This is an optimization exercise on Yosys and OpenROAD, whose aim is small area, not a production implementation.
Function was checked by simulation only, so behaviour that the tests miss may differ from the original.
Power figures rest on the tool's default switching activity, not on a simulated workload.

===== config.mk =====
export PLATFORM = sky130hd
export DESIGN_NAME = NEO
export DESIGN_NICKNAME = NEO
export VERILOG_FILES = /design/flow/design.v
export SDC_FILE = /design/flow/constraint.sdc
export NUM_CORES = 4
export LEC_CHECK = 0
export CAP_MARGIN = 20
export CORE_MARGIN = 2
export CORE_UTILIZATION = 40
export SLEW_MARGIN = 20
export SYNTH_HIERARCHICAL = 1

===== constraint.sdc =====
create_clock -name core_clock -period 9.0 [get_ports {clk}]
set_input_delay 1.8000 -clock core_clock [delete_from_list [all_inputs] [get_ports {clk}]]
set_output_delay 1.8000 -clock core_clock [all_outputs]
set_load 0.01 [all_outputs]

===== design.v =====
module NEO (Enable, Load, clk, rst, Full, Data_out, Data_in, write_en);
  input Enable, Load, clk, Full, rst;
  input signed [15:0] Data_in;
  output signed [31:0] Data_out;
  output write_en;
  reg state;
  wire start = state & ~Full;
  assign write_en = start & Load;
  always @(posedge clk or posedge rst)
    if (rst) state <= 1'b0;
    else if (state) state <= ~Full;
    else state <= Enable;
  reg signed [15:0] PP, Prev, Current, Ahead;
  wire [31:0] psi;
  always @(posedge clk)
    if (rst) begin
      PP <= 0; Prev <= 0; Current <= 0; Ahead <= 0;
    end else if (start) begin
      PP <= Prev; Prev <= Current; Current <= Ahead; Ahead <= Data_in;
    end
  assign Data_out = psi;
  wire n0 = Prev[1] & ~Prev[0];
  wire n1 = Prev[2] ^ Prev[1];
  wire n2 = (Prev[3] & ~Prev[2] & ~Prev[1]) | (~Prev[3] & Prev[2] & Prev[1]);
  wire n3 = ~(~Prev[3] & (Prev[2] | Prev[1]));
  wire n4 = ~(Prev[0] ^ n3);
  wire n5 = ~(Prev[1] ^ n3);
  wire n6 = ~n3;
  wire n7 = Prev[4] ^ Prev[3];
  wire n8 = (Prev[5] & ~Prev[4] & ~Prev[3]) | (~Prev[5] & Prev[4] & Prev[3]);
  wire n9 = ~(~Prev[5] & (Prev[4] | Prev[3]));
  wire n10 = ~(Prev[0] ^ n9);
  wire n11 = ~(Prev[1] ^ n9);
  wire n12 = ~(Prev[2] ^ n9);
  wire n13 = ~(Prev[3] ^ n9);
  wire n14 = ~n9;
  wire n15 = Prev[6] ^ Prev[5];
  wire n16 = (Prev[7] & ~Prev[6] & ~Prev[5]) | (~Prev[7] & Prev[6] & Prev[5]);
  wire n17 = ~(~Prev[7] & (Prev[6] | Prev[5]));
  wire n18 = ~(Prev[0] ^ n17);
  wire n19 = ~(Prev[1] ^ n17);
  wire n20 = ~(Prev[2] ^ n17);
  wire n21 = ~(Prev[3] ^ n17);
  wire n22 = ~(Prev[4] ^ n17);
  wire n23 = ~(Prev[5] ^ n17);
  wire n24 = ~n17;
  wire n25 = Prev[8] ^ Prev[7];
  wire n26 = (Prev[9] & ~Prev[8] & ~Prev[7]) | (~Prev[9] & Prev[8] & Prev[7]);
  wire n27 = ~(~Prev[9] & (Prev[8] | Prev[7]));
  wire n28 = ~(Prev[0] ^ n27);
  wire n29 = ~(Prev[1] ^ n27);
  wire n30 = ~(Prev[2] ^ n27);
  wire n31 = ~(Prev[3] ^ n27);
  wire n32 = ~(Prev[4] ^ n27);
  wire n33 = ~(Prev[5] ^ n27);
  wire n34 = ~(Prev[6] ^ n27);
  wire n35 = ~(Prev[7] ^ n27);
  wire n36 = ~n27;
  wire n37 = Prev[10] ^ Prev[9];
  wire n38 = (Prev[11] & ~Prev[10] & ~Prev[9]) | (~Prev[11] & Prev[10] & Prev[9]);
  wire n39 = ~(~Prev[11] & (Prev[10] | Prev[9]));
  wire n40 = ~(Prev[0] ^ n39);
  wire n41 = ~(Prev[1] ^ n39);
  wire n42 = ~(Prev[2] ^ n39);
  wire n43 = ~(Prev[3] ^ n39);
  wire n44 = ~(Prev[4] ^ n39);
  wire n45 = ~(Prev[5] ^ n39);
  wire n46 = ~(Prev[6] ^ n39);
  wire n47 = ~(Prev[7] ^ n39);
  wire n48 = ~(Prev[8] ^ n39);
  wire n49 = ~(Prev[9] ^ n39);
  wire n50 = ~n39;
  wire n51 = Prev[12] ^ Prev[11];
  wire n52 = (Prev[13] & ~Prev[12] & ~Prev[11]) | (~Prev[13] & Prev[12] & Prev[11]);
  wire n53 = ~(~Prev[13] & (Prev[12] | Prev[11]));
  wire n54 = ~(Prev[0] ^ n53);
  wire n55 = ~(Prev[1] ^ n53);
  wire n56 = ~(Prev[2] ^ n53);
  wire n57 = ~(Prev[3] ^ n53);
  wire n58 = ~(Prev[4] ^ n53);
  wire n59 = ~(Prev[5] ^ n53);
  wire n60 = ~(Prev[6] ^ n53);
  wire n61 = ~(Prev[7] ^ n53);
  wire n62 = ~(Prev[8] ^ n53);
  wire n63 = ~(Prev[9] ^ n53);
  wire n64 = ~(Prev[10] ^ n53);
  wire n65 = ~(Prev[11] ^ n53);
  wire n66 = ~n53;
  wire n67 = Prev[14] ^ Prev[13];
  wire n68 = (Prev[15] & ~Prev[14] & ~Prev[13]) | (~Prev[15] & Prev[14] & Prev[13]);
  wire n69 = ~(~Prev[15] & (Prev[14] | Prev[13]));
  wire n70 = ~(Prev[0] ^ n69);
  wire n71 = ~(Prev[1] ^ n69);
  wire n72 = ~(Prev[2] ^ n69);
  wire n73 = ~(Prev[3] ^ n69);
  wire n74 = ~(Prev[4] ^ n69);
  wire n75 = ~(Prev[5] ^ n69);
  wire n76 = ~(Prev[6] ^ n69);
  wire n77 = ~(Prev[7] ^ n69);
  wire n78 = ~(Prev[8] ^ n69);
  wire n79 = ~(Prev[9] ^ n69);
  wire n80 = ~(Prev[10] ^ n69);
  wire n81 = ~(Prev[11] ^ n69);
  wire n82 = ~(Prev[12] ^ n69);
  wire n83 = ~(Prev[13] ^ n69);
  wire n84 = ~n69;
  wire n85 = Current[0] ^ 1'b0;
  wire n86 = (Current[1] & ~Current[0] & ~1'b0) | (~Current[1] & Current[0] & 1'b0);
  wire n87 = ~(Current[1] & ~(Current[0] & 1'b0));
  wire n88 = ~(PP[0] ^ n87);
  wire n89 = ~(PP[1] ^ n87);
  wire n90 = ~(PP[2] ^ n87);
  wire n91 = ~(PP[3] ^ n87);
  wire n92 = ~(PP[4] ^ n87);
  wire n93 = ~(PP[5] ^ n87);
  wire n94 = ~(PP[6] ^ n87);
  wire n95 = ~(PP[7] ^ n87);
  wire n96 = ~(PP[8] ^ n87);
  wire n97 = ~(PP[9] ^ n87);
  wire n98 = ~(PP[10] ^ n87);
  wire n99 = ~(PP[11] ^ n87);
  wire n100 = ~(PP[12] ^ n87);
  wire n101 = ~(PP[13] ^ n87);
  wire n102 = ~(PP[14] ^ n87);
  wire n103 = ~(PP[15] ^ n87);
  wire n104 = ~n87;
  wire n105 = Current[2] ^ Current[1];
  wire n106 = (Current[3] & ~Current[2] & ~Current[1]) | (~Current[3] & Current[2] & Current[1]);
  wire n107 = ~(Current[3] & ~(Current[2] & Current[1]));
  wire n108 = ~(PP[0] ^ n107);
  wire n109 = ~(PP[1] ^ n107);
  wire n110 = ~(PP[2] ^ n107);
  wire n111 = ~(PP[3] ^ n107);
  wire n112 = ~(PP[4] ^ n107);
  wire n113 = ~(PP[5] ^ n107);
  wire n114 = ~(PP[6] ^ n107);
  wire n115 = ~(PP[7] ^ n107);
  wire n116 = ~(PP[8] ^ n107);
  wire n117 = ~(PP[9] ^ n107);
  wire n118 = ~(PP[10] ^ n107);
  wire n119 = ~(PP[11] ^ n107);
  wire n120 = ~(PP[12] ^ n107);
  wire n121 = ~(PP[13] ^ n107);
  wire n122 = ~(PP[14] ^ n107);
  wire n123 = ~(PP[15] ^ n107);
  wire n124 = ~n107;
  wire n125 = Current[4] ^ Current[3];
  wire n126 = (Current[5] & ~Current[4] & ~Current[3]) | (~Current[5] & Current[4] & Current[3]);
  wire n127 = ~(Current[5] & ~(Current[4] & Current[3]));
  wire n128 = ~(PP[0] ^ n127);
  wire n129 = ~(PP[1] ^ n127);
  wire n130 = ~(PP[2] ^ n127);
  wire n131 = ~(PP[3] ^ n127);
  wire n132 = ~(PP[4] ^ n127);
  wire n133 = ~(PP[5] ^ n127);
  wire n134 = ~(PP[6] ^ n127);
  wire n135 = ~(PP[7] ^ n127);
  wire n136 = ~(PP[8] ^ n127);
  wire n137 = ~(PP[9] ^ n127);
  wire n138 = ~(PP[10] ^ n127);
  wire n139 = ~(PP[11] ^ n127);
  wire n140 = ~(PP[12] ^ n127);
  wire n141 = ~(PP[13] ^ n127);
  wire n142 = ~(PP[14] ^ n127);
  wire n143 = ~(PP[15] ^ n127);
  wire n144 = ~n127;
  wire n145 = Current[6] ^ Current[5];
  wire n146 = (Current[7] & ~Current[6] & ~Current[5]) | (~Current[7] & Current[6] & Current[5]);
  wire n147 = ~(Current[7] & ~(Current[6] & Current[5]));
  wire n148 = ~(PP[0] ^ n147);
  wire n149 = ~(PP[1] ^ n147);
  wire n150 = ~(PP[2] ^ n147);
  wire n151 = ~(PP[3] ^ n147);
  wire n152 = ~(PP[4] ^ n147);
  wire n153 = ~(PP[5] ^ n147);
  wire n154 = ~(PP[6] ^ n147);
  wire n155 = ~(PP[7] ^ n147);
  wire n156 = ~(PP[8] ^ n147);
  wire n157 = ~(PP[9] ^ n147);
  wire n158 = ~(PP[10] ^ n147);
  wire n159 = ~(PP[11] ^ n147);
  wire n160 = ~(PP[12] ^ n147);
  wire n161 = ~(PP[13] ^ n147);
  wire n162 = ~(PP[14] ^ n147);
  wire n163 = ~(PP[15] ^ n147);
  wire n164 = ~n147;
  wire n165 = Current[8] ^ Current[7];
  wire n166 = (Current[9] & ~Current[8] & ~Current[7]) | (~Current[9] & Current[8] & Current[7]);
  wire n167 = ~(Current[9] & ~(Current[8] & Current[7]));
  wire n168 = ~(PP[0] ^ n167);
  wire n169 = ~(PP[1] ^ n167);
  wire n170 = ~(PP[2] ^ n167);
  wire n171 = ~(PP[3] ^ n167);
  wire n172 = ~(PP[4] ^ n167);
  wire n173 = ~(PP[5] ^ n167);
  wire n174 = ~(PP[6] ^ n167);
  wire n175 = ~(PP[7] ^ n167);
  wire n176 = ~(PP[8] ^ n167);
  wire n177 = ~(PP[9] ^ n167);
  wire n178 = ~(PP[10] ^ n167);
  wire n179 = ~(PP[11] ^ n167);
  wire n180 = ~(PP[12] ^ n167);
  wire n181 = ~(PP[13] ^ n167);
  wire n182 = ~(PP[14] ^ n167);
  wire n183 = ~(PP[15] ^ n167);
  wire n184 = ~n167;
  wire n185 = Current[10] ^ Current[9];
  wire n186 = (Current[11] & ~Current[10] & ~Current[9]) | (~Current[11] & Current[10] & Current[9]);
  wire n187 = ~(Current[11] & ~(Current[10] & Current[9]));
  wire n188 = ~(PP[0] ^ n187);
  wire n189 = ~(PP[1] ^ n187);
  wire n190 = ~(PP[2] ^ n187);
  wire n191 = ~(PP[3] ^ n187);
  wire n192 = ~(PP[4] ^ n187);
  wire n193 = ~(PP[5] ^ n187);
  wire n194 = ~(PP[6] ^ n187);
  wire n195 = ~(PP[7] ^ n187);
  wire n196 = ~(PP[8] ^ n187);
  wire n197 = ~(PP[9] ^ n187);
  wire n198 = ~(PP[10] ^ n187);
  wire n199 = ~(PP[11] ^ n187);
  wire n200 = ~(PP[12] ^ n187);
  wire n201 = ~(PP[13] ^ n187);
  wire n202 = ~(PP[14] ^ n187);
  wire n203 = ~(PP[15] ^ n187);
  wire n204 = ~n187;
  wire n205 = Current[12] ^ Current[11];
  wire n206 = (Current[13] & ~Current[12] & ~Current[11]) | (~Current[13] & Current[12] & Current[11]);
  wire n207 = ~(Current[13] & ~(Current[12] & Current[11]));
  wire n208 = ~(PP[0] ^ n207);
  wire n209 = ~(PP[1] ^ n207);
  wire n210 = ~(PP[2] ^ n207);
  wire n211 = ~(PP[3] ^ n207);
  wire n212 = ~(PP[4] ^ n207);
  wire n213 = ~(PP[5] ^ n207);
  wire n214 = ~(PP[6] ^ n207);
  wire n215 = ~(PP[7] ^ n207);
  wire n216 = ~(PP[8] ^ n207);
  wire n217 = ~(PP[9] ^ n207);
  wire n218 = ~(PP[10] ^ n207);
  wire n219 = ~(PP[11] ^ n207);
  wire n220 = ~(PP[12] ^ n207);
  wire n221 = ~(PP[13] ^ n207);
  wire n222 = ~(PP[14] ^ n207);
  wire n223 = ~(PP[15] ^ n207);
  wire n224 = ~n207;
  wire n225 = Current[14] ^ Current[13];
  wire n226 = (Current[15] & ~Current[14] & ~Current[13]) | (~Current[15] & Current[14] & Current[13]);
  wire n227 = ~(Current[15] & ~(Current[14] & Current[13]));
  wire n228 = ~(PP[0] ^ n227);
  wire n229 = ~(PP[1] ^ n227);
  wire n230 = ~(PP[2] ^ n227);
  wire n231 = ~(PP[3] ^ n227);
  wire n232 = ~(PP[4] ^ n227);
  wire n233 = ~(PP[5] ^ n227);
  wire n234 = ~(PP[6] ^ n227);
  wire n235 = ~(PP[7] ^ n227);
  wire n236 = ~(PP[8] ^ n227);
  wire n237 = ~(PP[9] ^ n227);
  wire n238 = ~(PP[10] ^ n227);
  wire n239 = ~(PP[11] ^ n227);
  wire n240 = ~(PP[12] ^ n227);
  wire n241 = ~(PP[13] ^ n227);
  wire n242 = ~(PP[14] ^ n227);
  wire n243 = ~(PP[15] ^ n227);
  wire n244 = ~n227;
  wire n245 = 1'b1 ^ n16;
  wire n246 = 1'b1 & n16;
  wire n247, n248;
  FA un247 (.a(1'b1), .b(n69), .c(~((n25 & n34) | (n26 & n33))), .s(n247), .co(n248));
  wire n249 = n25 ^ ~((n25 & n35) | (n26 & n34));
  wire n250 = n25 & ~((n25 & n35) | (n26 & n34));
  wire n251 = 1'b1 ^ n7;
  wire n252 = 1'b1 & n7;
  wire n253 = n27 ^ ((n7 | n8) & n13);
  wire n254 = n27 & ((n7 | n8) & n13);
  wire n255, n256;
  FA un255 (.a(1'b1), .b(n8), .c(n187), .s(n255), .co(n256));
  wire n257 = ~((n15 & n21) | (n16 & n20)) ^ ~((n25 & n29) | (n26 & n28));
  wire n258 = ~((n15 & n21) | (n16 & n20)) & ~((n25 & n29) | (n26 & n28));
  wire n259, n260;
  FA un259 (.a(1'b1), .b(n39), .c(~((n15 & n22) | (n16 & n21))), .s(n259), .co(n260));
  wire n261, n262;
  FA un261 (.a(~((n25 & n30) | (n26 & n29))), .b(~((n37 & n40) | (n38 & n50))), .c(~((n85 & n99) | (n86 & n98))), .s(n261), .co(n262));
  wire n263, n264;
  FA un263 (.a(1'b1), .b(n15), .c(n207), .s(n263), .co(n264));
  wire n265, n266;
  FA un265 (.a(~((n15 & n23) | (n16 & n22))), .b(~((n25 & n31) | (n26 & n30))), .c(~((n37 & n41) | (n38 & n40))), .s(n265), .co(n266));
  wire n267, n268;
  FA un267 (.a(~((n85 & n100) | (n86 & n99))), .b(~((n105 & n118) | (n106 & n117))), .c(~((n125 & n136) | (n126 & n135))), .s(n267), .co(n268));
  wire n269, n270;
  FA un269 (.a(n53), .b(((n15 | n16) & n23)), .c(~((n25 & n32) | (n26 & n31))), .s(n269), .co(n270));
  wire n271, n272;
  FA un271 (.a(~((n37 & n42) | (n38 & n41))), .b(~((n51 & n54) | (n52 & n66))), .c(~((n85 & n101) | (n86 & n100))), .s(n271), .co(n272));
  wire n273, n274;
  FA un273 (.a(~((n105 & n119) | (n106 & n118))), .b(~((n125 & n137) | (n126 & n136))), .c(~((n145 & n155) | (n146 & n154))), .s(n273), .co(n274));
  wire n275, n276;
  FA un275 (.a(n227), .b(n245), .c(~((n25 & n33) | (n26 & n32))), .s(n275), .co(n276));
  wire n277, n278;
  FA un277 (.a(~((n37 & n43) | (n38 & n42))), .b(~((n51 & n55) | (n52 & n54))), .c(~((n85 & n102) | (n86 & n101))), .s(n277), .co(n278));
  wire n279, n280;
  FA un279 (.a(~((n105 & n120) | (n106 & n119))), .b(~((n125 & n138) | (n126 & n137))), .c(~((n145 & n156) | (n146 & n155))), .s(n279), .co(n280));
  wire n281 = ~((n165 & n174) | (n166 & n173)) ^ ~((n185 & n192) | (n186 & n191));
  wire n282 = ~((n165 & n174) | (n166 & n173)) & ~((n185 & n192) | (n186 & n191));
  wire n283, n284;
  FA un283 (.a(n246), .b(~((n37 & n44) | (n38 & n43))), .c(~((n51 & n56) | (n52 & n55))), .s(n283), .co(n284));
  wire n285, n286;
  FA un285 (.a(~((n67 & n70) | (n68 & n84))), .b(~((n85 & n103) | (n86 & n102))), .c(~((n105 & n121) | (n106 & n120))), .s(n285), .co(n286));
  wire n287, n288;
  FA un287 (.a(~((n125 & n139) | (n126 & n138))), .b(~((n145 & n157) | (n146 & n156))), .c(~((n165 & n175) | (n166 & n174))), .s(n287), .co(n288));
  wire n289, n290;
  FA un289 (.a(~((n185 & n193) | (n186 & n192))), .b(~((n205 & n211) | (n206 & n210))), .c(~((n225 & n229) | (n226 & n228))), .s(n289), .co(n290));
  wire n291, n292;
  FA un291 (.a(~((n37 & n45) | (n38 & n44))), .b(~((n51 & n57) | (n52 & n56))), .c(~((n67 & n71) | (n68 & n70))), .s(n291), .co(n292));
  wire n293, n294;
  FA un293 (.a(((n85 & n103) | (n86 & n103))), .b(~((n105 & n122) | (n106 & n121))), .c(~((n125 & n140) | (n126 & n139))), .s(n293), .co(n294));
  wire n295, n296;
  FA un295 (.a(~((n145 & n158) | (n146 & n157))), .b(~((n165 & n176) | (n166 & n175))), .c(~((n185 & n194) | (n186 & n193))), .s(n295), .co(n296));
  wire n297, n298;
  FA un297 (.a(~((n205 & n212) | (n206 & n211))), .b(~((n225 & n230) | (n226 & n229))), .c(n249), .s(n297), .co(n298));
  wire n299, n300;
  FA un299 (.a(((n25 | n26) & n35)), .b(~((n37 & n46) | (n38 & n45))), .c(~((n51 & n58) | (n52 & n57))), .s(n299), .co(n300));
  wire n301, n302;
  FA un301 (.a(~((n67 & n72) | (n68 & n71))), .b(~((n105 & n123) | (n106 & n122))), .c(~((n125 & n141) | (n126 & n140))), .s(n301), .co(n302));
  wire n303, n304;
  FA un303 (.a(~((n145 & n159) | (n146 & n158))), .b(~((n165 & n177) | (n166 & n176))), .c(~((n185 & n195) | (n186 & n194))), .s(n303), .co(n304));
  wire n305 = ~((n205 & n213) | (n206 & n212)) ^ ~((n225 & n231) | (n226 & n230));
  wire n306 = ~((n205 & n213) | (n206 & n212)) & ~((n225 & n231) | (n226 & n230));
  wire n307, n308;
  FA un307 (.a(n26), .b(~((n37 & n47) | (n38 & n46))), .c(~((n51 & n59) | (n52 & n58))), .s(n307), .co(n308));
  wire n309, n310;
  FA un309 (.a(~((n67 & n73) | (n68 & n72))), .b(((n105 & n123) | (n106 & n123))), .c(~((n125 & n142) | (n126 & n141))), .s(n309), .co(n310));
  wire n311, n312;
  FA un311 (.a(~((n145 & n160) | (n146 & n159))), .b(~((n165 & n178) | (n166 & n177))), .c(~((n185 & n196) | (n186 & n195))), .s(n311), .co(n312));
  wire n313, n314;
  FA un313 (.a(1'b1), .b(~((n37 & n48) | (n38 & n47))), .c(~((n51 & n60) | (n52 & n59))), .s(n313), .co(n314));
  wire n315, n316;
  FA un315 (.a(~((n67 & n74) | (n68 & n73))), .b(~((n125 & n143) | (n126 & n142))), .c(~((n145 & n161) | (n146 & n160))), .s(n315), .co(n316));
  wire n317, n318;
  FA un317 (.a(n37), .b(~((n37 & n49) | (n38 & n48))), .c(~((n51 & n61) | (n52 & n60))), .s(n317), .co(n318));
  wire n319 = ~((n67 & n75) | (n68 & n74)) ^ ((n125 & n143) | (n126 & n143));
  wire n320 = ~((n67 & n75) | (n68 & n74)) & ((n125 & n143) | (n126 & n143));
  wire n321 = ((n37 | n38) & n49) ^ ~((n51 & n62) | (n52 & n61));
  wire n322 = ((n37 | n38) & n49) & ~((n51 & n62) | (n52 & n61));
  wire n323 = 1'b1 ^ n9;
  wire n324 = 1'b1 & n9;
  wire n325, n326;
  FA un325 (.a(1'b1), .b(n2), .c(n147), .s(n325), .co(n326));
  wire n327 = ~((n7 & n11) | (n8 & n10)) ^ ~((n85 & n94) | (n86 & n93));
  wire n328 = ~((n7 & n11) | (n8 & n10)) & ~((n85 & n94) | (n86 & n93));
  wire n329, n330;
  FA un329 (.a(1'b1), .b(n17), .c(~((n7 & n12) | (n8 & n11))), .s(n329), .co(n330));
  wire n331, n332;
  FA un331 (.a(~((n15 & n18) | (n16 & n24))), .b(~((n85 & n95) | (n86 & n94))), .c(~((n105 & n113) | (n106 & n112))), .s(n331), .co(n332));
  wire n333, n334;
  FA un333 (.a(n167), .b(n251), .c(~((n7 & n13) | (n8 & n12))), .s(n333), .co(n334));
  wire n335, n336;
  FA un335 (.a(~((n15 & n19) | (n16 & n18))), .b(~((n85 & n96) | (n86 & n95))), .c(~((n105 & n114) | (n106 & n113))), .s(n335), .co(n336));
  wire n337 = ~((n125 & n132) | (n126 & n131)) ^ ~((n145 & n150) | (n146 & n149));
  wire n338 = ~((n125 & n132) | (n126 & n131)) & ~((n145 & n150) | (n146 & n149));
  wire n339, n340;
  FA un339 (.a(n252), .b(~((n15 & n20) | (n16 & n19))), .c(~((n25 & n28) | (n26 & n36))), .s(n339), .co(n340));
  wire n341, n342;
  FA un341 (.a(~((n85 & n97) | (n86 & n96))), .b(~((n105 & n115) | (n106 & n114))), .c(~((n125 & n133) | (n126 & n132))), .s(n341), .co(n342));
  wire n343, n344;
  FA un343 (.a(~((n145 & n151) | (n146 & n150))), .b(~((n165 & n169) | (n166 & n168))), .c(n253), .s(n343), .co(n344));
  wire n345, n346;
  FA un345 (.a(~((n85 & n98) | (n86 & n97))), .b(~((n105 & n116) | (n106 & n115))), .c(~((n125 & n134) | (n126 & n133))), .s(n345), .co(n346));
  wire n347, n348;
  FA un347 (.a(~((n145 & n152) | (n146 & n151))), .b(~((n165 & n170) | (n166 & n169))), .c(~((n185 & n188) | (n186 & n204))), .s(n347), .co(n348));
  wire n349, n350;
  FA un349 (.a(n255), .b(n254), .c(n257), .s(n349), .co(n350));
  wire n351, n352;
  FA un351 (.a(~((n105 & n117) | (n106 & n116))), .b(~((n125 & n135) | (n126 & n134))), .c(~((n145 & n153) | (n146 & n152))), .s(n351), .co(n352));
  wire n353, n354;
  FA un353 (.a(~((n165 & n171) | (n166 & n170))), .b(~((n185 & n189) | (n186 & n188))), .c(n256), .s(n353), .co(n354));
  wire n355, n356;
  FA un355 (.a(n258), .b(n259), .c(n261), .s(n355), .co(n356));
  wire n357, n358;
  FA un357 (.a(~((n145 & n154) | (n146 & n153))), .b(~((n165 & n172) | (n166 & n171))), .c(~((n185 & n190) | (n186 & n189))), .s(n357), .co(n358));
  wire n359, n360;
  FA un359 (.a(~((n205 & n208) | (n206 & n224))), .b(n263), .c(n260), .s(n359), .co(n360));
  wire n361, n362;
  FA un361 (.a(n262), .b(n265), .c(n267), .s(n361), .co(n362));
  wire n363, n364;
  FA un363 (.a(~((n165 & n173) | (n166 & n172))), .b(~((n185 & n191) | (n186 & n190))), .c(~((n205 & n209) | (n206 & n208))), .s(n363), .co(n364));
  wire n365, n366;
  FA un365 (.a(n264), .b(n266), .c(n268), .s(n365), .co(n366));
  wire n367, n368;
  FA un367 (.a(n269), .b(n271), .c(n273), .s(n367), .co(n368));
  wire n369, n370;
  FA un369 (.a(~((n205 & n210) | (n206 & n209))), .b(~((n225 & n228) | (n226 & n244))), .c(n281), .s(n369), .co(n370));
  wire n371, n372;
  FA un371 (.a(n270), .b(n272), .c(n274), .s(n371), .co(n372));
  wire n373, n374;
  FA un373 (.a(n275), .b(n277), .c(n279), .s(n373), .co(n374));
  wire n375, n376;
  FA un375 (.a(n282), .b(n276), .c(n278), .s(n375), .co(n376));
  wire n377, n378;
  FA un377 (.a(n280), .b(n247), .c(n283), .s(n377), .co(n378));
  wire n379, n380;
  FA un379 (.a(n285), .b(n287), .c(n289), .s(n379), .co(n380));
  wire n381, n382;
  FA un381 (.a(n248), .b(n284), .c(n286), .s(n381), .co(n382));
  wire n383, n384;
  FA un383 (.a(n288), .b(n290), .c(n291), .s(n383), .co(n384));
  wire n385, n386;
  FA un385 (.a(n293), .b(n295), .c(n297), .s(n385), .co(n386));
  wire n387, n388;
  FA un387 (.a(n250), .b(n305), .c(n292), .s(n387), .co(n388));
  wire n389, n390;
  FA un389 (.a(n294), .b(n296), .c(n299), .s(n389), .co(n390));
  wire n391, n392;
  FA un391 (.a(n301), .b(n303), .c(n298), .s(n391), .co(n392));
  wire n393, n394;
  FA un393 (.a(~((n205 & n214) | (n206 & n213))), .b(~((n225 & n232) | (n226 & n231))), .c(n306), .s(n393), .co(n394));
  wire n395, n396;
  FA un395 (.a(n300), .b(n302), .c(n304), .s(n395), .co(n396));
  wire n397, n398;
  FA un397 (.a(n307), .b(n309), .c(n311), .s(n397), .co(n398));
  wire n399, n400;
  FA un399 (.a(~((n165 & n179) | (n166 & n178))), .b(~((n185 & n197) | (n186 & n196))), .c(~((n205 & n215) | (n206 & n214))), .s(n399), .co(n400));
  wire n401, n402;
  FA un401 (.a(~((n225 & n233) | (n226 & n232))), .b(n308), .c(n310), .s(n401), .co(n402));
  wire n403, n404;
  FA un403 (.a(n312), .b(n313), .c(n315), .s(n403), .co(n404));
  wire n405, n406;
  FA un405 (.a(~((n145 & n162) | (n146 & n161))), .b(~((n165 & n180) | (n166 & n179))), .c(~((n185 & n198) | (n186 & n197))), .s(n405), .co(n406));
  wire n407, n408;
  FA un407 (.a(~((n205 & n216) | (n206 & n215))), .b(~((n225 & n234) | (n226 & n233))), .c(n319), .s(n407), .co(n408));
  wire n409, n410;
  FA un409 (.a(n314), .b(n316), .c(n317), .s(n409), .co(n410));
  wire n411, n412;
  FA un411 (.a(~((n67 & n76) | (n68 & n75))), .b(~((n145 & n163) | (n146 & n162))), .c(~((n165 & n181) | (n166 & n180))), .s(n411), .co(n412));
  wire n413, n414;
  FA un413 (.a(~((n185 & n199) | (n186 & n198))), .b(~((n205 & n217) | (n206 & n216))), .c(~((n225 & n235) | (n226 & n234))), .s(n413), .co(n414));
  wire n415, n416;
  FA un415 (.a(n320), .b(n321), .c(n318), .s(n415), .co(n416));
  wire n417, n418;
  FA un417 (.a(n38), .b(~((n51 & n63) | (n52 & n62))), .c(~((n67 & n77) | (n68 & n76))), .s(n417), .co(n418));
  wire n419, n420;
  FA un419 (.a(((n145 & n163) | (n146 & n163))), .b(~((n165 & n182) | (n166 & n181))), .c(~((n185 & n200) | (n186 & n199))), .s(n419), .co(n420));
  wire n421, n422;
  FA un421 (.a(~((n205 & n218) | (n206 & n217))), .b(~((n225 & n236) | (n226 & n235))), .c(n322), .s(n421), .co(n422));
  wire n423, n424;
  FA un423 (.a(1'b1), .b(~((n51 & n64) | (n52 & n63))), .c(~((n67 & n78) | (n68 & n77))), .s(n423), .co(n424));
  wire n425, n426;
  FA un425 (.a(~((n165 & n183) | (n166 & n182))), .b(~((n185 & n201) | (n186 & n200))), .c(~((n205 & n219) | (n206 & n218))), .s(n425), .co(n426));
  wire n427, n428;
  FA un427 (.a(n51), .b(~((n51 & n65) | (n52 & n64))), .c(~((n67 & n79) | (n68 & n78))), .s(n427), .co(n428));
  wire n429 = ((n165 & n183) | (n166 & n183)) ^ ~((n185 & n202) | (n186 & n201));
  wire n430 = ((n165 & n183) | (n166 & n183)) & ~((n185 & n202) | (n186 & n201));
  wire n431 = ((n51 | n52) & n65) ^ ~((n67 & n80) | (n68 & n79));
  wire n432 = ((n51 | n52) & n65) & ~((n67 & n80) | (n68 & n79));
  wire n433, n434;
  FA un433 (.a(n1), .b(n127), .c(~((n1 & n5) | (n2 & n4))), .s(n433), .co(n434));
  wire n435, n436;
  FA un435 (.a(n323), .b(((n1 | n2) & n5)), .c(~((n7 & n10) | (n8 & n14))), .s(n435), .co(n436));
  wire n437 = ~((n85 & n93) | (n86 & n92)) ^ ~((n105 & n111) | (n106 & n110));
  wire n438 = ~((n85 & n93) | (n86 & n92)) & ~((n105 & n111) | (n106 & n110));
  wire n439, n440;
  FA un439 (.a(n324), .b(~((n105 & n112) | (n106 & n111))), .c(~((n125 & n130) | (n126 & n129))), .s(n439), .co(n440));
  wire n441, n442;
  FA un441 (.a(~((n145 & n148) | (n146 & n164))), .b(n325), .c(n327), .s(n441), .co(n442));
  wire n443, n444;
  FA un443 (.a(~((n125 & n131) | (n126 & n130))), .b(~((n145 & n149) | (n146 & n148))), .c(n326), .s(n443), .co(n444));
  wire n445, n446;
  FA un445 (.a(n328), .b(n329), .c(n331), .s(n445), .co(n446));
  wire n447, n448;
  FA un447 (.a(~((n165 & n168) | (n166 & n184))), .b(n337), .c(n330), .s(n447), .co(n448));
  wire n449, n450;
  FA un449 (.a(n332), .b(n333), .c(n335), .s(n449), .co(n450));
  wire n451, n452;
  FA un451 (.a(n338), .b(n334), .c(n336), .s(n451), .co(n452));
  wire n453, n454;
  FA un453 (.a(n339), .b(n341), .c(n343), .s(n453), .co(n454));
  wire n455, n456;
  FA un455 (.a(n340), .b(n342), .c(n345), .s(n455), .co(n456));
  wire n457, n458;
  FA un457 (.a(n347), .b(n344), .c(n349), .s(n457), .co(n458));
  wire n459, n460;
  FA un459 (.a(n346), .b(n348), .c(n351), .s(n459), .co(n460));
  wire n461, n462;
  FA un461 (.a(n353), .b(n350), .c(n355), .s(n461), .co(n462));
  wire n463, n464;
  FA un463 (.a(n352), .b(n354), .c(n357), .s(n463), .co(n464));
  wire n465, n466;
  FA un465 (.a(n356), .b(n359), .c(n361), .s(n465), .co(n466));
  wire n467, n468;
  FA un467 (.a(n358), .b(n363), .c(n360), .s(n467), .co(n468));
  wire n469, n470;
  FA un469 (.a(n362), .b(n365), .c(n367), .s(n469), .co(n470));
  wire n471, n472;
  FA un471 (.a(n364), .b(n369), .c(n366), .s(n471), .co(n472));
  wire n473, n474;
  FA un473 (.a(n368), .b(n371), .c(n373), .s(n473), .co(n474));
  wire n475, n476;
  FA un475 (.a(n370), .b(n372), .c(n374), .s(n475), .co(n476));
  wire n477, n478;
  FA un477 (.a(n375), .b(n377), .c(n379), .s(n477), .co(n478));
  wire n479, n480;
  FA un479 (.a(n376), .b(n378), .c(n380), .s(n479), .co(n480));
  wire n481, n482;
  FA un481 (.a(n381), .b(n383), .c(n385), .s(n481), .co(n482));
  wire n483, n484;
  FA un483 (.a(n382), .b(n384), .c(n387), .s(n483), .co(n484));
  wire n485, n486;
  FA un485 (.a(n389), .b(n391), .c(n386), .s(n485), .co(n486));
  wire n487, n488;
  FA un487 (.a(n393), .b(n388), .c(n390), .s(n487), .co(n488));
  wire n489, n490;
  FA un489 (.a(n395), .b(n397), .c(n392), .s(n489), .co(n490));
  wire n491, n492;
  FA un491 (.a(n399), .b(n394), .c(n396), .s(n491), .co(n492));
  wire n493, n494;
  FA un493 (.a(n398), .b(n401), .c(n403), .s(n493), .co(n494));
  wire n495, n496;
  FA un495 (.a(n400), .b(n405), .c(n407), .s(n495), .co(n496));
  wire n497, n498;
  FA un497 (.a(n402), .b(n404), .c(n409), .s(n497), .co(n498));
  wire n499, n500;
  FA un499 (.a(n406), .b(n411), .c(n413), .s(n499), .co(n500));
  wire n501, n502;
  FA un501 (.a(n408), .b(n410), .c(n415), .s(n501), .co(n502));
  wire n503, n504;
  FA un503 (.a(n412), .b(n414), .c(n417), .s(n503), .co(n504));
  wire n505, n506;
  FA un505 (.a(n419), .b(n421), .c(n416), .s(n505), .co(n506));
  wire n507, n508;
  FA un507 (.a(~((n225 & n237) | (n226 & n236))), .b(n418), .c(n420), .s(n507), .co(n508));
  wire n509, n510;
  FA un509 (.a(n423), .b(n425), .c(n422), .s(n509), .co(n510));
  wire n511, n512;
  FA un511 (.a(~((n205 & n220) | (n206 & n219))), .b(~((n225 & n238) | (n226 & n237))), .c(n429), .s(n511), .co(n512));
  wire n513, n514;
  FA un513 (.a(n424), .b(n426), .c(n427), .s(n513), .co(n514));
  wire n515, n516;
  FA un515 (.a(~((n185 & n203) | (n186 & n202))), .b(~((n205 & n221) | (n206 & n220))), .c(~((n225 & n239) | (n226 & n238))), .s(n515), .co(n516));
  wire n517, n518;
  FA un517 (.a(n430), .b(n431), .c(n428), .s(n517), .co(n518));
  wire n519, n520;
  FA un519 (.a(n52), .b(~((n67 & n81) | (n68 & n80))), .c(((n185 & n203) | (n186 & n203))), .s(n519), .co(n520));
  wire n521, n522;
  FA un521 (.a(~((n205 & n222) | (n206 & n221))), .b(~((n225 & n240) | (n226 & n239))), .c(n432), .s(n521), .co(n522));
  wire n523, n524;
  FA un523 (.a(1'b1), .b(~((n67 & n82) | (n68 & n81))), .c(~((n205 & n223) | (n206 & n222))), .s(n523), .co(n524));
  wire n525 = n67 ^ ~((n67 & n83) | (n68 & n82));
  wire n526 = n67 & ~((n67 & n83) | (n68 & n82));
  wire n527 = n0 ^ n107;
  wire n528 = n0 & n107;
  wire n529, n530;
  FA un529 (.a(n3), .b(~((n1 & n4) | (n2 & n6))), .c(~((n85 & n91) | (n86 & n90))), .s(n529), .co(n530));
  wire n531, n532;
  FA un531 (.a(~((n85 & n92) | (n86 & n91))), .b(~((n105 & n110) | (n106 & n109))), .c(~((n125 & n128) | (n126 & n144))), .s(n531), .co(n532));
  wire n533, n534;
  FA un533 (.a(~((n125 & n129) | (n126 & n128))), .b(n437), .c(n434), .s(n533), .co(n534));
  wire n535, n536;
  FA un535 (.a(n438), .b(n436), .c(n439), .s(n535), .co(n536));
  wire n537, n538;
  FA un537 (.a(n440), .b(n443), .c(n442), .s(n537), .co(n538));
  wire n539, n540;
  FA un539 (.a(n444), .b(n446), .c(n447), .s(n539), .co(n540));
  wire n541, n542;
  FA un541 (.a(n448), .b(n450), .c(n451), .s(n541), .co(n542));
  wire n543, n544;
  FA un543 (.a(n452), .b(n455), .c(n454), .s(n543), .co(n544));
  wire n545, n546;
  FA un545 (.a(n456), .b(n459), .c(n458), .s(n545), .co(n546));
  wire n547, n548;
  FA un547 (.a(n460), .b(n463), .c(n462), .s(n547), .co(n548));
  wire n549, n550;
  FA un549 (.a(n464), .b(n467), .c(n466), .s(n549), .co(n550));
  wire n551, n552;
  FA un551 (.a(n468), .b(n471), .c(n470), .s(n551), .co(n552));
  wire n553, n554;
  FA un553 (.a(n472), .b(n475), .c(n474), .s(n553), .co(n554));
  wire n555, n556;
  FA un555 (.a(n476), .b(n479), .c(n478), .s(n555), .co(n556));
  wire n557, n558;
  FA un557 (.a(n480), .b(n483), .c(n482), .s(n557), .co(n558));
  wire n559, n560;
  FA un559 (.a(n484), .b(n487), .c(n489), .s(n559), .co(n560));
  wire n561, n562;
  FA un561 (.a(n488), .b(n491), .c(n493), .s(n561), .co(n562));
  wire n563, n564;
  FA un563 (.a(n495), .b(n492), .c(n494), .s(n563), .co(n564));
  wire n565, n566;
  FA un565 (.a(n499), .b(n496), .c(n501), .s(n565), .co(n566));
  wire n567, n568;
  FA un567 (.a(n500), .b(n503), .c(n505), .s(n567), .co(n568));
  wire n569, n570;
  FA un569 (.a(n504), .b(n507), .c(n509), .s(n569), .co(n570));
  wire n571, n572;
  FA un571 (.a(n511), .b(n508), .c(n513), .s(n571), .co(n572));
  wire n573, n574;
  FA un573 (.a(n515), .b(n512), .c(n514), .s(n573), .co(n574));
  wire n575, n576;
  FA un575 (.a(n516), .b(n519), .c(n521), .s(n575), .co(n576));
  wire n577, n578;
  FA un577 (.a(~((n225 & n241) | (n226 & n240))), .b(n520), .c(n523), .s(n577), .co(n578));
  wire n579, n580;
  FA un579 (.a(((n205 & n223) | (n206 & n223))), .b(~((n225 & n242) | (n226 & n241))), .c(n525), .s(n579), .co(n580));
  wire n581 = ((n67 | n68) & n83) ^ ~((n225 & n243) | (n226 & n242));
  wire n582 = ((n67 | n68) & n83) & ~((n225 & n243) | (n226 & n242));
  wire n583 = Prev[0] ^ n87;
  wire n584 = Prev[0] & n87;
  wire n585 = n527 ^ ~((n85 & n90) | (n86 & n89));
  wire n586 = n527 & ~((n85 & n90) | (n86 & n89));
  wire n587, n588;
  FA un587 (.a(n528), .b(~((n105 & n109) | (n106 & n108))), .c(n529), .s(n587), .co(n588));
  wire n589, n590;
  FA un589 (.a(n530), .b(n433), .c(n531), .s(n589), .co(n590));
  wire n591, n592;
  FA un591 (.a(n532), .b(n435), .c(n533), .s(n591), .co(n592));
  wire n593, n594;
  FA un593 (.a(n441), .b(n534), .c(n535), .s(n593), .co(n594));
  wire n595, n596;
  FA un595 (.a(n536), .b(n445), .c(n537), .s(n595), .co(n596));
  wire n597, n598;
  FA un597 (.a(n449), .b(n538), .c(n539), .s(n597), .co(n598));
  wire n599, n600;
  FA un599 (.a(n453), .b(n540), .c(n541), .s(n599), .co(n600));
  wire n601, n602;
  FA un601 (.a(n457), .b(n542), .c(n543), .s(n601), .co(n602));
  wire n603, n604;
  FA un603 (.a(n461), .b(n544), .c(n545), .s(n603), .co(n604));
  wire n605, n606;
  FA un605 (.a(n465), .b(n546), .c(n547), .s(n605), .co(n606));
  wire n607, n608;
  FA un607 (.a(n469), .b(n548), .c(n549), .s(n607), .co(n608));
  wire n609, n610;
  FA un609 (.a(n473), .b(n550), .c(n551), .s(n609), .co(n610));
  wire n611, n612;
  FA un611 (.a(n477), .b(n552), .c(n553), .s(n611), .co(n612));
  wire n613, n614;
  FA un613 (.a(n481), .b(n554), .c(n555), .s(n613), .co(n614));
  wire n615, n616;
  FA un615 (.a(n485), .b(n556), .c(n557), .s(n615), .co(n616));
  wire n617, n618;
  FA un617 (.a(n486), .b(n558), .c(n559), .s(n617), .co(n618));
  wire n619, n620;
  FA un619 (.a(n490), .b(n561), .c(n560), .s(n619), .co(n620));
  wire n621, n622;
  FA un621 (.a(n497), .b(n562), .c(n563), .s(n621), .co(n622));
  wire n623, n624;
  FA un623 (.a(n498), .b(n564), .c(n565), .s(n623), .co(n624));
  wire n625, n626;
  FA un625 (.a(n502), .b(n567), .c(n566), .s(n625), .co(n626));
  wire n627, n628;
  FA un627 (.a(n506), .b(n569), .c(n568), .s(n627), .co(n628));
  wire n629, n630;
  FA un629 (.a(n510), .b(n571), .c(n570), .s(n629), .co(n630));
  wire n631, n632;
  FA un631 (.a(n517), .b(n573), .c(n572), .s(n631), .co(n632));
  wire n633, n634;
  FA un633 (.a(n518), .b(n575), .c(n574), .s(n633), .co(n634));
  wire n635, n636;
  FA un635 (.a(n522), .b(n577), .c(n576), .s(n635), .co(n636));
  wire n637, n638;
  FA un637 (.a(n524), .b(n579), .c(n578), .s(n637), .co(n638));
  wire n639, n640;
  FA un639 (.a(n526), .b(n581), .c(n580), .s(n639), .co(n640));
  wire n641, n642;
  FA un641 (.a(n68), .b(((n225 & n243) | (n226 & n243))), .c(n582), .s(n641), .co(n642));
  wire n643 = ~((n85 & n88) | (n86 & n104)) ^ n583;
  wire n644 = ~((n85 & n88) | (n86 & n104)) & n583;
  wire n645, n646;
  FA un645 (.a(~((n85 & n89) | (n86 & n88))), .b(n584), .c(n644), .s(n645), .co(n646));
  wire n647, n648;
  FA un647 (.a(~((n105 & n108) | (n106 & n124))), .b(n585), .c(n646), .s(n647), .co(n648));
  wire n649, n650;
  FA un649 (.a(n587), .b(n586), .c(n648), .s(n649), .co(n650));
  wire n651, n652;
  FA un651 (.a(n589), .b(n588), .c(n650), .s(n651), .co(n652));
  wire n653, n654;
  FA un653 (.a(n591), .b(n590), .c(n652), .s(n653), .co(n654));
  wire n655, n656;
  FA un655 (.a(n593), .b(n592), .c(n654), .s(n655), .co(n656));
  wire n657, n658;
  FA un657 (.a(n595), .b(n594), .c(n656), .s(n657), .co(n658));
  wire [23:0] fa0 = {1'b1, n641, n639, n637, n635, n633, n631, n629, n627, n625, n623, n621, n619, n617, n615, n613, n611, n609, n607, n605, n603, n601, n599, n597};
  wire [23:0] fa1 = {n642, n640, n638, n636, n634, n632, n630, n628, n626, n624, n622, n620, n618, n616, n614, n612, n610, n608, n606, n604, n602, n600, n598, n596};
  wire [23:0] g0 = fa0 & fa1;
  wire [23:0] p0 = fa0 ^ fa1;
  wire n659 = g0[0] | (p0[0] & n658);
  wire n660 = g0[1] | (p0[1] & n659);
  wire n661 = p0[1] & p0[0];
  wire n662 = g0[3] | (p0[3] & g0[2]);
  wire n663 = p0[3] & p0[2];
  wire n664 = g0[5] | (p0[5] & g0[4]);
  wire n665 = p0[5] & p0[4];
  wire n666 = g0[7] | (p0[7] & g0[6]);
  wire n667 = p0[7] & p0[6];
  wire n668 = g0[9] | (p0[9] & g0[8]);
  wire n669 = p0[9] & p0[8];
  wire n670 = g0[11] | (p0[11] & g0[10]);
  wire n671 = p0[11] & p0[10];
  wire n672 = g0[13] | (p0[13] & g0[12]);
  wire n673 = p0[13] & p0[12];
  wire n674 = g0[15] | (p0[15] & g0[14]);
  wire n675 = p0[15] & p0[14];
  wire n676 = g0[17] | (p0[17] & g0[16]);
  wire n677 = p0[17] & p0[16];
  wire n678 = g0[19] | (p0[19] & g0[18]);
  wire n679 = p0[19] & p0[18];
  wire n680 = g0[21] | (p0[21] & g0[20]);
  wire n681 = p0[21] & p0[20];
  wire n682 = g0[23] | (p0[23] & g0[22]);
  wire n683 = p0[23] & p0[22];
  wire n684 = n662 | (n663 & n660);
  wire n685 = n663 & n661;
  wire n686 = n666 | (n667 & n664);
  wire n687 = n667 & n665;
  wire n688 = n670 | (n671 & n668);
  wire n689 = n671 & n669;
  wire n690 = n674 | (n675 & n672);
  wire n691 = n675 & n673;
  wire n692 = n678 | (n679 & n676);
  wire n693 = n679 & n677;
  wire n694 = n682 | (n683 & n680);
  wire n695 = n683 & n681;
  wire n696 = n686 | (n687 & n684);
  wire n697 = n687 & n685;
  wire n698 = n690 | (n691 & n688);
  wire n699 = n691 & n689;
  wire n700 = n694 | (n695 & n692);
  wire n701 = n695 & n693;
  wire n702 = n698 | (n699 & n696);
  wire n703 = n699 & n697;
  wire n704 = n700 | (n701 & n702);
  wire n705 = n701 & n703;
  wire n706 = n688 | (n689 & n696);
  wire n707 = n689 & n697;
  wire n708 = n692 | (n693 & n702);
  wire n709 = n693 & n703;
  wire n710 = n664 | (n665 & n684);
  wire n711 = n665 & n685;
  wire n712 = n668 | (n669 & n696);
  wire n713 = n669 & n697;
  wire n714 = n672 | (n673 & n706);
  wire n715 = n673 & n707;
  wire n716 = n676 | (n677 & n702);
  wire n717 = n677 & n703;
  wire n718 = n680 | (n681 & n708);
  wire n719 = n681 & n709;
  wire n720 = g0[2] | (p0[2] & n660);
  wire n721 = p0[2] & n661;
  wire n722 = g0[4] | (p0[4] & n684);
  wire n723 = p0[4] & n685;
  wire n724 = g0[6] | (p0[6] & n710);
  wire n725 = p0[6] & n711;
  wire n726 = g0[8] | (p0[8] & n696);
  wire n727 = p0[8] & n697;
  wire n728 = g0[10] | (p0[10] & n712);
  wire n729 = p0[10] & n713;
  wire n730 = g0[12] | (p0[12] & n706);
  wire n731 = p0[12] & n707;
  wire n732 = g0[14] | (p0[14] & n714);
  wire n733 = p0[14] & n715;
  wire n734 = g0[16] | (p0[16] & n702);
  wire n735 = p0[16] & n703;
  wire n736 = g0[18] | (p0[18] & n716);
  wire n737 = p0[18] & n717;
  wire n738 = g0[20] | (p0[20] & n708);
  wire n739 = p0[20] & n709;
  wire n740 = g0[22] | (p0[22] & n718);
  wire n741 = p0[22] & n719;
  wire n742 = p0[0] ^ n658;
  wire n743 = p0[1] ^ n659;
  wire n744 = p0[2] ^ n660;
  wire n745 = p0[3] ^ n720;
  wire n746 = p0[4] ^ n684;
  wire n747 = p0[5] ^ n722;
  wire n748 = p0[6] ^ n710;
  wire n749 = p0[7] ^ n724;
  wire n750 = p0[8] ^ n696;
  wire n751 = p0[9] ^ n726;
  wire n752 = p0[10] ^ n712;
  wire n753 = p0[11] ^ n728;
  wire n754 = p0[12] ^ n706;
  wire n755 = p0[13] ^ n730;
  wire n756 = p0[14] ^ n714;
  wire n757 = p0[15] ^ n732;
  wire n758 = p0[16] ^ n702;
  wire n759 = p0[17] ^ n734;
  wire n760 = p0[18] ^ n716;
  wire n761 = p0[19] ^ n736;
  wire n762 = p0[20] ^ n708;
  wire n763 = p0[21] ^ n738;
  wire n764 = p0[22] ^ n718;
  wire n765 = p0[23] ^ n740;
  wire [23:0] fsum = {n765, n764, n763, n762, n761, n760, n759, n758, n757, n756, n755, n754, n753, n752, n751, n750, n749, n748, n747, n746, n745, n744, n743, n742};
  assign psi = {fsum, n657, n655, n653, n651, n649, n647, n645, n643};
endmodule
module FA (a, b, c, s, co);
  input a, b, c;
  output s, co;
  assign s = a ^ b ^ c;
  assign co = (a & b) | (a & c) | (b & c);
endmodule

===== flow/run.sh =====
#!/bin/bash
# Own layout flow: the standard ORFS flow (standard.sh, unchanged
# synthesis), with these changes to the layout steps:
#  - port buffers use the smallest buffer cell (every port still gets one);
#  - ABC's buffers are removed at floorplan and global placement is not
#    timing driven (no gain-based rebuffering; timing repair still runs);
#  - clock tree built from small clock buffers, without dummy loads.
# Each step's output goes to its own log here; ORFS's own logs are under orfs/logs.
set -euo pipefail
export BUFFER_PORTS_ARGS="-buffer_cell sky130_fd_sc_hd__buf_1"
export REMOVE_ABC_BUFFERS=1
export GPL_TIMING_DRIVEN=0
export CTS_ARGS="-sink_clustering_enable -repair_clock_nets -dont_use_dummy_load -buf_list sky130_fd_sc_hd__clkbuf_4 -root_buf sky130_fd_sc_hd__clkbuf_8"
bash standard.sh synth > synth.log 2>&1
bash standard.sh finish > layout.log 2>&1

===== standard.sh =====
#!/bin/bash
# synth_recipe.tcl (not shown) runs the flow's synth.tcl, then flattens the netlist and writes it again
# the make line also repeats each setting of config.mk as NAME=value (left out here)
make -C /OpenROAD-flow-scripts/flow DESIGN_CONFIG=/design/flow/config.mk WORK_HOME=/design/flow/orfs CLKGATE_MAP_FILE= SYNTH_SCRIPT=/design/flow/synth_recipe.tcl "${@:-finish}"

==> metrics.md <==
| Metric | Value |
|---|---|
| Rel. slew slack | 0.354 |
| Skew final | 0.0186 ns |
| Leakage | 3.38 nW |
| EDFF count, synth | 0 |
| Routed wire length | 28500 um |
| Max-cap violations | 0 |
| Tot GR Track Use | 0.191 |
| Setup TNS | 0 ns |
| Synth Area per Inst | 9.35 um^2 |
| WP data arrival | 6.89 ns |
| Warnings, synthesis | 7 |
| Worst setup path end | Data_out[30] |
| Initial Util | 0.408 |
| Commonest non-fill, non-tap cell in the layout | fa_1 |
| Bufs on Longest Clock Path | 2 |
| Crit path max fanout | 9 |
| Nets | 1470 |
| Reg2Reg Depth | 5 |
| Fraction of layout cells with a size suffix above 1 | 0.0535 |
| Hold crit path type | flop to flop |
| Crit path depth | 21 |
| Vias | 8537 |
| Gate count of the mapped netlist | 1255 |
| Final hold violation count | 0 |
| Commonest non-fill, non-tap cells in the layout | fa_1 (199), xnor2_1 (172), nand2_1 (155), a22oi_1 (152), a21oi_1 (87) |
| Dpl ws | 0.0921 ns |
| Clock Latency Late Sink | 0.35 ns |
| Unrepaired setup endpoints after global routing | no |
| Yosys reg bits | 65 |
| Flop-to-flop setup slack | 7.43 ns |
| R2R Path Start | state |
| Crit start category | flop |
| # diodes | 0 |
| Ys flop type | dfxtp_1 |
| Sequential fraction of the synthesis area | 0.111 |
| Worst-path cell chain | clkinvlp_4, ha_1, nor2_4, inv_1, and3_1, a21oi_1, fa_1, fa_1, fa_1, fa_1, inv_1, fa_1, fa_1, nand2b_1, a21o_4, a211oi_4, a211oi_2, buf_4, o211ai_2, fa_1, buf_1 |
| Initial antenna violation count | 0 |
| Req. time, crit path | 7.20 ns |
| Largest net degree at the start of global routing | 66 |
| Clk Tree Root Cell | clkbuf_8 |
| Ys async rst share | 0.0154 |
| Finished Cell Area | 12000 um^2 |
| I/O pins | 54 |
| Row count | 62 |
| H-tree Lvls | 3 |
| Slowest CP cell | dfxtp_1 |
| Final core utilization | 0.417 |
| Critical R2R Capture | Prev[0] |
| Delay-heaviest family, CP | adder cells |
| Final RePlAce weighted congestion | 0.921 |
| # setup viols final | 0 |
| Least-Margin Pin Slew | 0.969 ns |
| Max frequency | 0.115 GHz |
| First-pass GRT wire length | 46600 um |
| Most common cell on crit path | fa_1 |
| CTS tree | yes |
| WS Path Type | flop to output port |
| Chip width | 175 um |
| Placed inst area | 11800 um^2 |
| Port bufs | 53 |
| Number of global-route vias before repair | 8731 |
| CTS clk-pin slew, worst paths | 0.06 ns |
| Worst vdd ir | 0.0847 mV |
| Sink Count | 65 |
| Routed wire per std cell | 18.0 um |
| Drt pass-1 iters | 5 |
| Status | finished clean |
| Slew Viols, Final | 0 |
| Pwr dens | 66.5 nW/um^2 |
| Crit path launch | Prev[5] |
| Post-DRT Antenna Nets | 0 |
| Drt first-iter violations | 506 |
| Num CTS Buffers | 9 |
| PnR worst setup slack | 0.306 ns |
| Critical Path Max Stage Delay | 0.56 ns |
| Crit. End Element | output port |
| Final Critical Period | 8.69 ns |
| CP bufs+invs | 5 |
| Detailed Place HPWL | 22900 um |
| Synth cell types | 50 |
| Synth Cell Area | 11700 um^2 |
| Core region area | 28800 um^2 |
| Layout area overhead | 2.44% |
| Vias per cell | 5.40 |
| Non-Filler Instances | 1580 |
| Die area | 30700 um^2 |
| Drt drc | 0 |
| Final worst-path cycle share | 0.966 |
| Post-cts hold buffer count | 0 |
| GRT overflow | 0 |
| # placed instances | 1566 |
| Die Ht | 175 um |
## modules after synthesis, one instance, submodules excluded
module	cells inside	area, um^2	flops+latches
FA	1	20.0	0
NEO	1069	8010	65
## registers in the layout (all words and copies together), names as in the netlist
signal / flops
Prev: 16
Ahead: 16
PP: 16
state: 1
Current: 16
## worst min-delay path by stage
stage,startpoint,endpoint,slack (ns),cells after the start
final,Ahead[1],Current[1],0.44,2
after detailed placement,Ahead[0],Current[0],0.44,2
after floorplan,Ahead[0],Current[0],0.43,2
after global placement,Ahead[0],Current[0],0.44,2
after CTS,Ahead[0],Current[0],0.45,2
after global routing,Ahead[1],Current[1],0.45,2
## layout make-up
class | instances | area (um^2)
Tap cell | 384 | 480
Clock buffer | 9 | 124
Inverter | 62 | 241
Timing Repair Buffer | 61 | 300
Timing Repair inverter | 1 | 5.00
Sequential cell | 65 | 1310
Multi-Input combinational cell | 998 | 9550
Fill cell | 2828 | 16800
## metrics by stage
step	hold slack, ns	total power, mW
2_1_floorplan	0.426	0.526
3_3_place_gp	0.437	0.610
3_5_place_dp	0.438	0.620
4_1_cts	0.447	0.810
5_1_grt	0.454	0.866
6_report	0.438	0.799
## power by group
part           switching, mW  total (mW)  internal [mW]  leakage [nW]
Sequential           0.00833       0.303          0.295         0.532
Combinational          0.189       0.310          0.121          2.79
Clock                 0.0971       0.186         0.0888        0.0647
## worst reg2reg max path, stage by stage (launching register included)
cell and delay [ns]:
dfrtp_1 0.40, nor2b_4 0.44, buf_8 0.23, buf_16 0.19
nand2_1 0.08, a21oi_1 0.15
## logic make-up after synthesis
family          after synthesis  share of synthesized area
xor+xnor                    180                      0.134
flops                        65                      0.111
buf+inv                     200                     0.0864
simple gates                235                     0.0862
compound gates              322                      0.185
other cells                   1                   0.000320
fa+ha+maj                   251                      0.395
mux                           1                   0.000853
## Yosys cell counts, types with 15 or more instances
| master | instances | area (um^2) |
|---|---|---|
| a211oi_1 | 15 | 113 |
| a21oi_1 | 88 | 440 |
| a22oi_1 | 152 | 1140 |
| a31oi_1 | 16 | 100 |
| buf_1 | 20 | 75.1 |
| buf_2 | 35 | 175 |
| buf_4 | 42 | 315 |
| clkbuf_1 | 28 | 105 |
| dfxtp_1 | 64 | 1280 |
| fa_1 | 199 | 3980 |
| ha_1 | 52 | 651 |
| inv_1 | 53 | 199 |
| nand2_1 | 155 | 582 |
| nor2_1 | 30 | 113 |
| nor2b_1 | 18 | 113 |
| xnor2_1 | 172 | 1510 |
## repair_timing
item | CTS | global route
setup buffers | 1 | 3
resized for setup | 6 | 18
endpoints found under the setup margin | 7 | 12
pin swaps | 1 | 1
cloned | 0 | 1
## per-layer routing
layer | routed length, um | up-vias | track usage
li1 | - | 4070 | -
met1 | 13000 | 4221 | 0.259
met2 | 13800 | 201 | 0.325
met3 | 974 | 45 | 0.0207
met4 | 721 | 0 | 0.0545
met5 | 0 | - | 0

-- separate check: timing with driven ports --
How much do the figures lean on ideal ports? The routed layout below was timed once more, with nothing changed but the port constraints.
Step 1, drivers: a clkbuf_16 drives clk and a buf_2 each remaining input, both assumed.
Step 2 times the ports against the registers' clock, not the clock port: input delays grow and output delays shrink by t, the midpoint of the rising clock arrivals with the driver on.
Three values: no drivers, after step 1, after step 2; two values: the first two.
t (ns): 0.378
setup WS [ns]: 0.306 / 0.271 / 0.649
worst hold slack (ns): 0.438 / 0.438 / 0.438
latest minus earliest clock arrival (ns): 0.021 / 0.021
worst data-port slew with drivers (ns): 0.03
After both steps this run still meets setup and hold. The setup slack of this run moves by -0.035 ns with the drivers and by +0.343 ns with both steps.
